Context: an optimization exercise on an open-source flow, tuned for small area. The choices shown serve that exercise and are no tape-out recipe.
Only simulation tests tie the RTL to the original design; equivalence was not proved.
Power and IR drop assume default switching activity.

==> flow/design.v (excerpt) <==
module ip_full_stack#(
    parameter CACHE_ADDRW = 5,
    parameter REQ_RET_CNT = 4,
    parameter REQ_RET_INT = 5,
    parameter REQ_TIMEOUT = 5
)(
    input  logic clk,
    input  logic reset,
    input  logic [47 : 0]  local_mac,
    input  logic [31 : 0]  local_ip,
    input  logic [31 : 0]  gateway_ip,
    input  logic [31 : 0]  subnet_mask,
    input  logic           clear_cache,
    input  logic           s_eth_hdr_valid,
    input  logic [47 : 0]  s_eth_dest_mac,
    input  logic [47 : 0]  s_eth_src_mac,
    input  logic [15 : 0]  s_eth_type,    
    input  logic [7  : 0]  s_eth_axi_payload_tdata,
    input  logic           s_eth_axi_payload_tvalid,
    input  logic           s_eth_axi_payload_tlast,    
    input  logic           s_eth_axi_payload_tuser,    
    output logic           s_eth_hdr_ready,
    output logic           s_eth_axi_payload_tready,
    input  logic           m_eth_hdr_ready,
    input  logic           m_eth_axi_payload_tready,
    output logic           m_eth_hdr_valid,
    output logic [47 : 0]  m_eth_dest_mac,
    output logic [47 : 0]  m_eth_src_mac,
    output logic [15 : 0]  m_eth_type,    
    output logic [7  : 0]  m_eth_axi_payload_tdata,
    output logic           m_eth_axi_payload_tvalid,
    output logic           m_eth_axi_payload_tlast,    
    output logic           m_eth_axi_payload_tuser,    
    input  logic           s_ip_hdr_valid,
    input  logic [5  : 0]  s_ip_dscp,
    input  logic [1  : 0]  s_ip_ecn,
    input  logic [15 : 0]  s_ip_len,       
    input  logic [7  : 0]  s_ip_ttl,
    input  logic [7  : 0]  s_ip_protocol,
    input  logic [31 : 0]  s_ip_src_ip,
    input  logic [31 : 0]  s_ip_dest_ip,
    input  logic [7  : 0]  s_ip_axi_payload_tdata,
    input  logic           s_ip_axi_payload_tvalid,
    input  logic           s_ip_axi_payload_tlast,
    input  logic           s_ip_axi_payload_tuser,
    output logic           s_ip_hdr_ready,
    output logic           s_ip_axi_payload_tready,
    input  logic           m_ip_hdr_ready,
    input  logic           m_ip_axi_payload_tready,
    output logic [47 : 0]  m_ip_eth_dest_mac,
    output logic [47 : 0]  m_ip_eth_src_mac,
    output logic [15 : 0]  m_ip_eth_type, 
    output logic           m_ip_hdr_valid,
    output logic [3  : 0]  m_ip_version,
    output logic [3  : 0]  m_ip_ihl,
    output logic [5  : 0]  m_ip_dscp,
    output logic [1  : 0]  m_ip_ecn,
    output logic [15 : 0]  m_ip_len,       
    output logic [15 : 0]  m_ip_iden,
    output logic [2  : 0]  m_ip_flags,
    output logic [12 : 0]  m_ip_frag_off,
    output logic [7  : 0]  m_ip_ttl,
    output logic [7  : 0]  m_ip_protocol,
    output logic [15 : 0]  m_ip_checksum,
    output logic [31 : 0]  m_ip_src_ip,
    output logic [31 : 0]  m_ip_dest_ip,
    output logic [7  : 0]  m_ip_axi_payload_tdata,
    output logic           m_ip_axi_payload_tvalid,
    output logic           m_ip_axi_payload_tlast,
    output logic           m_ip_axi_payload_tuser,
    output logic           rx_busy,
    output logic           tx_busy,
    output logic           rx_err_invalid_hdr,
    output logic           rx_err_invalid_checksum,
    output logic           rx_err_hdr_early_termination,
    output logic           rx_err_payload_early_termination,
    output logic           tx_err_payload_early_termination,
    output logic           tx_err_arp_failed
);
Size: about 8200 cells after synthesis, ~3400 flip-flops, about 810 I/O pins, ~140000 µm² of cells after synthesis.
Settings: LEC_CHECK=0, CAP_MARGIN=20, CORE_MARGIN=2, CORE_UTILIZATION=40, CTS_CLUSTER_DIAMETER=60, CTS_CLUSTER_SIZE=30, SLEW_MARGIN=20; clock period 10.0 ns.
standard.sh (not shown) runs the stock make flow with config.mk's settings and CLKGATE_MAP_FILE= SYNTH_SCRIPT=/design/flow/synth_recipe.tcl, a recipe that flattens the netlist after the stock synthesis.
==> flow/flow/run.sh <==
#!/bin/bash
# Layout flow: the standard flow (standard.sh, unchanged synthesis, floorplan,
# power grid and routing) with two placement/CTS choices changed:
#  - the port buffers that global placement inserts on every input and output
#    are sky130_fd_sc_hd__buf_1 instead of the resizer's default choice;
#  - clock tree synthesis clusters up to 30 sinks within 60 um per leaf buffer and
#    inserts no dummy loads.
# make's full output goes to flow_make.log here; ORFS's per-step logs are under
# orfs/logs/.
set -euo pipefail
export BUFFER_PORTS_ARGS="-buffer_cell sky130_fd_sc_hd__buf_1"
export CTS_ARGS="-sink_clustering_enable -repair_clock_nets -dont_use_dummy_load -sink_clustering_size 30 -sink_clustering_max_diameter 60"
bash standard.sh finish > flow_make.log 2>&1
Rerun with:
==> flow/run.sh (new file) <==
#!/bin/bash
# synth_recipe.tcl (not shown) runs the flow's synth.tcl, then flattens the netlist and writes it again
# the make line also repeats each setting of config.mk as NAME=value (left out here)
make -C /OpenROAD-flow-scripts/flow DESIGN_CONFIG=/design/flow/config.mk WORK_HOME=/design/flow/orfs CLKGATE_MAP_FILE= SYNTH_SCRIPT=/design/flow/synth_recipe.tcl finish
removed: flow/flow/run.sh
removed: flow/standard.sh
Result: The changed run finished with timing, DRC and antenna clean. Via count barely changes. Flip-flop and latch count does not change. Hold slack improves by 21 ps. Worst setup slack degrades by 160 ps.


ip_full_stack, a different RTL version from the one above (not shown whole).
Size: ~8000 cells after synthesis, ~3400 flip-flops, about 810 I/O pins, ~130000 sq um of cells after synthesis.
export LEC_CHECK = 0
export CAP_MARGIN = 10
export CORE_MARGIN = 2
export CORE_UTILIZATION = 40
export SLEW_MARGIN = 10
create_clock -name core_clock -period 10.0 [get_ports {clk}]
==> flow/flow/run.sh <==
#!/bin/bash
# Layout flow: the standard flow (standard.sh, unchanged synthesis, floorplan,
# power grid and routing) with two placement/CTS choices changed:
#  - the port buffers that global placement inserts on every input and output
#    are sky130_fd_sc_hd__buf_1 instead of the resizer's default choice;
#  - clock tree synthesis clusters up to 30 sinks within 60 um per leaf buffer and
#    inserts no dummy loads; buffers above the leaf level are clkbuf_4.
# make's full output goes to flow_make.log here; ORFS's per-step logs are under
# orfs/logs/.
set -euo pipefail
export BUFFER_PORTS_ARGS="-buffer_cell sky130_fd_sc_hd__buf_1"
export CTS_ARGS="-sink_clustering_enable -repair_clock_nets -dont_use_dummy_load -sink_clustering_size 30 -sink_clustering_max_diameter 60 -tree_buf sky130_fd_sc_hd__clkbuf_4"
bash standard.sh finish > flow_make.log 2>&1
The first run completed with no timing, DRC or antenna violations.
Then changed:
--- a/flow/flow/run.sh
+++ b/flow/flow/run.sh
@@ -7 +7 @@
-#    inserts no dummy loads; buffers above the leaf level are clkbuf_4.
+#    inserts no dummy loads.
@@ -12 +12 @@
-export CTS_ARGS="-sink_clustering_enable -repair_clock_nets -dont_use_dummy_load -sink_clustering_size 30 -sink_clustering_max_diameter 60 -tree_buf sky130_fd_sc_hd__clkbuf_4"
+export CTS_ARGS="-sink_clustering_enable -repair_clock_nets -dont_use_dummy_load -sink_clustering_size 30 -sink_clustering_max_diameter 60"
--- a/flow/config.mk
+++ b/flow/config.mk
@@ -8 +8 @@
-export CAP_MARGIN = 10
+export CAP_MARGIN = 20
@@ -11 +11 @@
-export SLEW_MARGIN = 10
+export SLEW_MARGIN = 20
Effect:
- worst hold slack got worse by 0.0066 ns
- die area does not change
- worst setup slack got worse by 0.043 ns
- design area is about the same
- wire length is about the same
- synthesized cell count stays the same
- global-route usage barely changes
- first-iteration DRC count rose by 2.3%
Then changed:
--- a/flow/flow/run.sh
+++ b/flow/flow/run.sh
@@ -7 +7 @@
-#    inserts no dummy loads.
+#    inserts no dummy loads; buffers above the leaf level are clkbuf_4.
@@ -12 +12 @@
-export CTS_ARGS="-sink_clustering_enable -repair_clock_nets -dont_use_dummy_load -sink_clustering_size 30 -sink_clustering_max_diameter 60"
+export CTS_ARGS="-sink_clustering_enable -repair_clock_nets -dont_use_dummy_load -sink_clustering_size 30 -sink_clustering_max_diameter 60 -tree_buf sky130_fd_sc_hd__clkbuf_4"
--- a/flow/config.mk
+++ b/flow/config.mk
@@ -8 +8 @@
-export CAP_MARGIN = 20
+export CAP_MARGIN = 12
@@ -11 +11 @@
-export SLEW_MARGIN = 20
+export SLEW_MARGIN = 12
The new run finished clean.
Combinational power stays flat.
Worst setup slack gains 0.037 ns.
Count of clock-buffer cells in the layout falls by 1.
First-iteration DRC count drops by 2.8%.
Final area hardly moves.
Total power decreases by 0.53%.
Then changed:
--- a/flow/flow/run.sh
+++ b/flow/flow/run.sh
@@ -7 +7 @@
-#    inserts no dummy loads; buffers above the leaf level are clkbuf_4.
+#    inserts no dummy loads.
@@ -12 +12 @@
-export CTS_ARGS="-sink_clustering_enable -repair_clock_nets -dont_use_dummy_load -sink_clustering_size 30 -sink_clustering_max_diameter 60 -tree_buf sky130_fd_sc_hd__clkbuf_4"
+export CTS_ARGS="-sink_clustering_enable -repair_clock_nets -dont_use_dummy_load -sink_clustering_size 30 -sink_clustering_max_diameter 60"
The new run ran to the end with no violations.
Via count grows slightly.
Setup slack degrades by 0.026 ns.
Synthesized cell count is unchanged.
Sequential share of layout area stays flat.
Area after synthesis is unchanged.
Wire length is about the same.

==> what the ideal ports hide <==
The flow's constraints put no driver on any port. The routed layouts listed below were extracted and timed again, unchanged, in two steps. Step 1 sets driving cells, clkbuf_16 on the clock port and buf_2 on the other inputs (assumed; they add their load-dependent delay and slew). Step 2, shift: input delay + t, output delay - t, t = (earliest + latest rising clock arrival at the registers) / 2. This alone moves slack from input paths to output paths. a / b / c = ideal ports / drivers / drivers and shift; a / b = the first two.
| run | t, ns | slack for setup (ns) | hold slack, ns | latest minus earliest clock arrival (ns) | worst register clock-pin slew, ns |
|---|---|---|---|---|---|
| the first run of note 1 | 0.992 | 2.450 / 2.476 / 1.484 | 0.396 / 0.396 / 0.396 | 0.132 / 0.132 | 0.12 / 0.12 |
| the second run of note 1 | 1.010 | 2.285 / 2.371 / 1.362 | 0.417 / 0.417 / 0.417 | 0.111 / 0.111 | 0.12 / 0.12 |
| the first run of note 2 | 1.029 | 2.011 / 2.087 / 1.058 | 0.408 / 0.408 / 0.408 | 0.198 / 0.198 | 0.12 / 0.12 |
| the second run of note 2 | 0.984 | 1.968 / 2.042 / 1.058 | 0.401 / 0.401 / 0.401 | 0.180 / 0.179 | 0.12 / 0.12 |
| the third run of note 2 | 1.031 | 2.005 / 2.082 / 1.051 | 0.406 / 0.406 / 0.406 | 0.195 / 0.194 | 0.12 / 0.12 |
| the fourth run of note 2 | 0.975 | 1.979 / 2.025 / 1.050 | 0.405 / 0.405 / 0.405 | 0.171 / 0.171 | 0.12 / 0.12 |
After both steps every run listed still meets setup and hold. The setup slack of the first run of note 1, which loses most, moves by +0.026 ns with the drivers and by -0.966 ns with both steps.
